From an optimization exercise on the open Yosys and OpenROAD flow, aimed at small area and a short achievable clock period; shortcuts taken in it are not production practice.
At most, simulation tests tie the RTL to the original design; equivalence was not proved.
Power is estimated from default activity; no workload was simulated.

==> flow/design.v (excerpt) <==
module konya(DIN, Resetn, Clock, Run, Done, BusWires);
	input [15:0] DIN;
	input Resetn, Clock, Run;
	output Done;
	output [15:0] BusWires;
	reg [1:0] Tstep;
	reg L, b0;             
	reg [2:0] W, Y;        
	reg dsel;              
	reg dn;                
	reg Done;
	reg [15:0] R [0:7];
	reg [15:0] A;
	reg [15:0] BR;         
	reg zf;                
	reg gnew;              
	wire t0 = (Tstep == 2'd0);
	wire t1 = (Tstep == 2'd1);
	wire t2 = (Tstep == 2'd2);
	wire [2:0] op = DIN[15:13];
	wire [2:0] x = DIN[12:10];
	wire [2:0] y = DIN[9:7];
	wire op_mvi = (op == 3'd1);
	wire op_add = (op == 3'd2) | (op == 3'd3);
	wire op_st  = (op == 3'd4) | (op == 3'd5);
	wire op_nz  = (op == 3'd6);
	wire op_long = op_add | (op == 3'd7);
	wire [15:0] nd, nb;
	konya_nand2 bus_d [15:0] (.a(DIN), .b({16{dsel}}), .y(nd));
	konya_nand2 bus_b [15:0] (.a(BR), .b({16{dn}}), .y(nb));
	konya_nand2 bus_o [15:0] (.a(nd), .b(nb), .y(BusWires));
	wire zf_now = gnew ? ~|BR : zf;
	reg [1:0] Tn;
	reg dsel_n, Done_n;
	always @(*) begin
		Tn = 2'd0; dsel_n = 1'b1; Done_n = 1'b0;
		case (Tstep)
			2'd0: if (Run) begin
				Tn = 2'd1;
				Done_n = ~op_long;
				dsel_n = op_mvi | (op == 3'd7) | (op_nz & ~zf_now);
			end
			2'd1: if (L) begin
				Tn = 2'd2;
				dsel_n = 1'b0;
			end
			2'd2: begin
				Tn = 2'd3;
				dsel_n = ~b0; Done_n = b0;
			end
			2'd3: ;
		endcase
	end
	always @(posedge Clock, negedge Resetn)
		if (!Resetn) begin
			Tstep <= 2'd0; dsel <= 1'b1; dn <= 1'b0; Done <= 1'b0;
		end else begin
			Tstep <= Tn; dsel <= dsel_n; dn <= ~dsel_n; Done <= Done_n;
		end
	wire [2:0] ridx = t0 ? ((op_add | op_st) ? x : y) : Y;
	wire [7:0] rsel = {8{~t2}} & (8'd1 << ridx);
	wire [16:0] c;
	assign c[0] = 1'b0;
	genvar k;
	generate for (k = 0; k < 16; k = k + 1) begin : add
		assign c[k+1] = (A[k] & BR[k]) | (c[k] & (A[k] ^ BR[k]));
	end endgenerate
	wire [15:0] gv = A ^ BR ^ (c[15:0] & {16{b0}});
	wire [15:0] BRn;
	konya_andor9 rd (.sel({t2, rsel}),
		.d({gv, R[7], R[6], R[5], R[4], R[3], R[2], R[1], R[0]}), .q(BRn));
	always @(posedge Clock) begin
		if (t0) begin
			L  <= op_long;
			b0 <= op_add;
			W  <= op_st ? y : x;
			Y  <= y;
		end
		if (Done)
  ...
Size in the first run: ~450 cells after synthesis, about 180 flip-flops, roughly 36 I/O pins.
Settings: LEC_CHECK=0, CAP_MARGIN=20, CORE_MARGIN=2, CORE_UTILIZATION=40, CTS_BUF_LIST=sky130_fd_sc_hd__clkbuf_8, CTS_CLUSTER_DIAMETER=80, CTS_CLUSTER_SIZE=30, SETUP_SLACK_MARGIN=3.22, SLEW_MARGIN=20, SYNTH_HIERARCHICAL=1, SYNTH_MINIMUM_KEEP_SIZE=0, TNS_END_PERCENT=10; clock period 6.0 ns.
standard.sh (not shown) runs the stock make flow with config.mk's settings and CLKGATE_MAP_FILE= SYNTH_SCRIPT=/design/flow/synth_recipe.tcl, a recipe that flattens the netlist after the stock synthesis.
==> flow/flow/run.sh <==
#!/bin/bash
set -euo pipefail
bash standard.sh \
  "CTS_ARGS=-sink_clustering_enable -repair_clock_nets -dont_use_dummy_load -sink_clustering_size 30 -sink_clustering_max_diameter 80 -buf_list sky130_fd_sc_hd__clkbuf_8" \
  finish > standard.log 2>&1
Change:
- CAP_MARGIN: 20 -> 5
- SLEW_MARGIN: 20 -> 5
- TNS_END_PERCENT: 10 -> not set
Sequential power is about the same.
Non-clock buffer count decreases by 1.
Cell area increases by 0.57%.
Combinational power hardly moves.
Worst setup slack gets better by 14 ps.
Die area does not change.
Change:
- CAP_MARGIN: 5 -> 20
- SETUP_SLACK_MARGIN: 3.22 -> 3.15
- SLEW_MARGIN: 5 -> 20
=> Setup slack loses 45 ps; clock power is about the same; cell area goes down by 0.80%; core utilization fell by 0.40 points; wire length falls by 0.71%; first-iteration DRC count went up by 13%; sequential power stays flat.
Change:
==> flow/run.sh (new file) <==
#!/bin/bash
# synth_recipe.tcl (not shown) runs the flow's synth.tcl, then flattens the netlist and writes it again
# the make line also repeats each setting of config.mk as NAME=value (left out here)
make -C /OpenROAD-flow-scripts/flow DESIGN_CONFIG=/design/flow/config.mk WORK_HOME=/design/flow/orfs CLKGATE_MAP_FILE= SYNTH_SCRIPT=/design/flow/synth_recipe.tcl finish
- CORE_UTILIZATION: 40 -> 55
removed: flow/flow/run.sh
removed: flow/standard.sh
The changed run ran to the end with no violations.
Combinational power is about the same.
Critical path depth stays the same.
Cell count went down by about 4%.
Change:
==> flow/flow/run.sh (new file) <==
#!/bin/bash
set -euo pipefail
bash standard.sh \
  "BUFFER_PORTS_ARGS=-buffer_cell sky130_fd_sc_hd__buf_4" \
  "CTS_ARGS=-sink_clustering_enable -repair_clock_nets -dont_use_dummy_load -sink_clustering_size 30 -sink_clustering_max_diameter 80 -buf_list sky130_fd_sc_hd__clkbuf_8" \
  finish > standard.log 2>&1
==> flow/standard.sh (new file) <==
#!/bin/bash
# synth_recipe.tcl (not shown) runs the flow's synth.tcl, then flattens the netlist and writes it again
# the make line also repeats each setting of config.mk as NAME=value (left out here)
make -C /OpenROAD-flow-scripts/flow DESIGN_CONFIG=/design/flow/config.mk WORK_HOME=/design/flow/orfs CLKGATE_MAP_FILE= SYNTH_SCRIPT=/design/flow/synth_recipe.tcl "${@:-finish}"
- CORE_UTILIZATION: 55 -> 40
- SETUP_SLACK_MARGIN: 3.15 -> 3.22
removed: flow/run.sh
After rerunning:
- The new run passed the timing, design-rule and antenna checks
- worst setup slack improved by 30 ps
- worst hold slack degrades by 11 ps
- power fell by 1.8%
- sequential power hardly moves
- design area rose by 1.3%
- count of clock-buffer cells in the layout is unchanged
- routed wire length grows by 6.4%
- via count climbs by 2.1%
- core utilization drops by 18 points
- global-route usage falls by 6.6 points

========
v8:
Starting RTL as in the previous note.
Settings: LEC_CHECK=0, CAP_MARGIN=20, CORE_MARGIN=2, CORE_UTILIZATION=40, CTS_BUF_LIST=sky130_fd_sc_hd__clkbuf_8, CTS_CLUSTER_DIAMETER=80, CTS_CLUSTER_SIZE=30, GPL_ROUTABILITY_DRIVEN=0, SETUP_SLACK_MARGIN=3.22, SLEW_MARGIN=20, SYNTH_HIERARCHICAL=1, SYNTH_MINIMUM_KEEP_SIZE=0, TNS_END_PERCENT=10; clock period 6.0 ns.
==> flow/flow/run.sh <==
#!/bin/bash
set -euo pipefail
bash standard.sh \
  "CTS_ARGS=-sink_clustering_enable -repair_clock_nets -dont_use_dummy_load -sink_clustering_size 30 -sink_clustering_max_diameter 80 -buf_list sky130_fd_sc_hd__clkbuf_8" \
  finish > standard.log 2>&1
v8 | stages: all done | timing, DRC, antenna: all pass
--- input diff v8..v30 ---
# v8
export LEC_CHECK = 0
export CAP_MARGIN = 20
export CORE_MARGIN = 2
export CORE_UTILIZATION = 40
export CTS_BUF_LIST = sky130_fd_sc_hd__clkbuf_8
export CTS_CLUSTER_DIAMETER = 80
export CTS_CLUSTER_SIZE = 30
export GPL_ROUTABILITY_DRIVEN = 0
export SETUP_SLACK_MARGIN = 3.22
export SLEW_MARGIN = 20
export SYNTH_HIERARCHICAL = 1
export SYNTH_MINIMUM_KEEP_SIZE = 0
export TNS_END_PERCENT = 10
create_clock -name core_clock -period 6.0 [get_ports {Clock}]
# v30
export LEC_CHECK = 0
export CAP_MARGIN = 20
export CORE_MARGIN = 2
export CORE_UTILIZATION = 40
export CTS_BUF_LIST = sky130_fd_sc_hd__clkbuf_8
export CTS_CLUSTER_DIAMETER = 80
export CTS_CLUSTER_SIZE = 30
export SETUP_SLACK_MARGIN = 3.3
export SLEW_MARGIN = 20
export SYNTH_HIERARCHICAL = 1
export SYNTH_MINIMUM_KEEP_SIZE = 0
create_clock -name core_clock -period 6.0 [get_ports {Clock}]
==> flow/run.sh (new file) <==
#!/bin/bash
# synth_recipe.tcl (not shown) runs the flow's synth.tcl, then flattens the netlist and writes it again
# the make line also repeats each setting of config.mk as NAME=value (left out here)
make -C /OpenROAD-flow-scripts/flow DESIGN_CONFIG=/design/flow/config.mk WORK_HOME=/design/flow/orfs CLKGATE_MAP_FILE= SYNTH_SCRIPT=/design/flow/synth_recipe.tcl finish
removed: flow/flow/run.sh
removed: flow/standard.sh
==> comparison <==
- Status: critical path depth parity (v8, v30)
- Between v8 and v30, setup slack is higher for v30, v8 comes in under that.
- Comparing v8 against v30, there is no change at all in gate count after technology mapping.
- In v30, the number of global-route vias before repair came out 54 above the value in v8.
- Worst path arrival time in v30 is 30 ps below v8.
- Via count normalized by instance count across v8 and v30: no real change.
- Final clock period utilization by the worst path was lower in v30 than in v8.

========
run A:
konya, a different RTL version from the one above (not shown whole).
For scale: about 630 cells after synthesis, about 36 I/O pins.
Settings: LEC_CHECK=0, ABC_AREA=1, CAP_MARGIN=20, CORE_MARGIN=2, CORE_UTILIZATION=40, CTS_BUF_LIST=sky130_fd_sc_hd__clkbuf_8, CTS_CLUSTER_DIAMETER=80, CTS_CLUSTER_SIZE=30, SETUP_SLACK_MARGIN=3.2, SLEW_MARGIN=20; clock period 6.0 ns.
run.sh (not shown) runs the stock make flow with config.mk's settings and CLKGATE_MAP_FILE= SYNTH_SCRIPT=/design/flow/synth_recipe.tcl, a recipe that flattens the netlist after the stock synthesis.
Stock flow here: none of the scripts above is used.
Run A completed end to end with timing, DRC and antenna clean.
diff inputs: run A => run B
Settings: CORE_UTILIZATION changed from 40 to 60; SETUP_SLACK_MARGIN changed from 3.2 to 2.8; ABC_AREA removed (was 1).
Findings:
What run A reported for number of tapcells has to be multiplied by 0.57 to get the figure for run B. Between run B and run A, the relative area change from synthesis to final layout is higher for run A. The main combinational cell family by area after synthesis comes out simple AND/OR/NAND/NOR gates in one run and compound AO/OA/AOI/OAI gates in the other, namely in run A and run B respectively. Going from run A to run B, delay contributed by the slowest stage of the critical path shrinks by 0.23 ns. In the reports for run B and run A, the larger combinational power share belongs to run A. Against run A, run B reports a depth of the worst register-to-register path that is lower. Re area of all placed cells without fillers: run B and run A aren't equal, and the higher value belongs to run A. Diff run B and run A: setup slack higher in run A. Taking run A as 1.0, run B lands at 0.845 on layout net count.
Input changes introduced in run C (baseline for comparison: run B):
Settings: a deleted CTS_CLUSTER_SIZE that had been 30; a deleted CTS_BUF_LIST that had been sky130_fd_sc_hd__clkbuf_8; a change of CORE_UTILIZATION from 60 to 40; a deleted CTS_CLUSTER_DIAMETER that had been 80.
Results
In the metrics for run B and run C, the one carrying the lower power density over the cells is run B.
Core util | run C vs run B | run C lower
In run C, the highest attainable clock frequency came out 1.6% above the value in run B.
Compared with run B, in run C die area has increased; met1 wire length +about 11%; die extent in y now sits higher.
diff inputs: run C => run D
Settings: an added ABC_AREA of 1; an added CTS_BUF_LIST of sky130_fd_sc_hd__clkbuf_8; an added CTS_CLUSTER_SIZE of 30; an added CTS_CLUSTER_DIAMETER of 80.
[summary]
- From run C to run D the numbers moved as follows: synthesized-area fraction occupied by ao, oa, aoi and oai cells went down 3.7 points; final wirelength picked up an extra 290 µm; die outline area +0.0012 mm²; area after synthesis higher; count of buffers not belonging to the clock network in the layout now sits lower.
- The area occupied by multi-input gates number comes out lower for run C vs run D.
- Run C vs run D, last element of the critical path: BusWires[10] vs BusWires[13]
- Changes observed in run D relative to run C: cell area after layout now smaller; area inside the core boundary saw an increase; register area share after synthesis down 4.5 points; total power decreased 0.57%.
Input-level comparison between run E and run D:
Settings: a deleted ABC_AREA that had been 1.
## What came out
Run E vs. run D: cell area fell by 96 µm², smallest setup slack after layout fell by 0.088 ns, global router's overall resource usage rose by 0.49 points, final wirelength fell by 1.7%, initial standard-cell utilization of the core fell by 0.42 points.
Run D vs run E, combinational family with the most area after synthesis: simple AND/OR/NAND/NOR gates vs compound AO/OA/AOI/OAI gates
Compared with run D, run E shows a higher part of the power in the clock network.
[compare] base=run D new=run E: worst IR drop on VDD has decreased, switching share of total power has decreased.
No functional check of the RTL was part of any run of this note.

-- what the ideal ports hide --
No port has a modelled driver above. Below, the same layouts with a new extraction and two added sets of constraints. Step 1 assumes that a clkbuf_16 drives the clock port and a buf_2 every other input. Step 2 also shifts input and output timing later by t, the mid clock arrival at the registers, as if the neighbouring blocks saw the same clock. a / b / c = no drivers / after step 1 / after step 2; a / b = the first two.
| run | shift t [ns] | slack for setup (ns) | worst hold slack (ns) | worst slew at a driven data input, ns |
|---|---|---|---|---|
| the first run of note 1 | 0.478 | 3.193 / 3.162 / 2.794 | 0.463 / 0.463 / 0.463 | 0.04 |
| the second run of note 1 | 0.478 | 3.207 / 3.177 / 2.809 | 0.461 / 0.461 / 0.461 | 0.05 |
| the third run of note 1 | 0.482 | 3.162 / 3.140 / 2.697 | 0.465 / 0.465 / 0.465 | 0.05 |
| the fourth run of note 1 | 0.481 | 3.170 / 3.149 / 2.732 | 0.470 / 0.470 / 0.470 | 0.04 |
| the fifth run of note 1 | 0.484 | 3.200 / 3.168 / 2.749 | 0.459 / 0.459 / 0.459 | 0.05 |
| v8 | 0.478 | 3.193 / 3.162 / 2.794 | 0.463 / 0.463 / 0.463 | 0.04 |
| v30 | 0.481 | 3.219 / 3.186 / 2.848 | 0.472 / 0.472 / 0.472 | 0.06 |
| run A | 0.496 | 2.853 / 2.819 / 2.685 | 0.474 / 0.474 / 0.474 | 0.05 |
| run B | 0.494 | 2.704 / 2.663 / 2.298 | 0.494 / 0.494 / 0.494 | 0.06 |
| run C | 0.465 | 2.755 / 2.715 / 2.300 | 0.486 / 0.486 / 0.486 | 0.06 |
| run D | 0.500 | 2.818 / 2.779 / 2.605 | 0.468 / 0.468 / 0.468 | 0.04 |
| run E | 0.497 | 2.730 / 2.692 / 2.273 | 0.494 / 0.494 / 0.494 | 0.06 |
After both steps setup and hold are still met in every run listed. The setup slack of the third run of note 1, which loses most, moves by -0.022 ns with the drivers and by -0.465 ns with both steps.
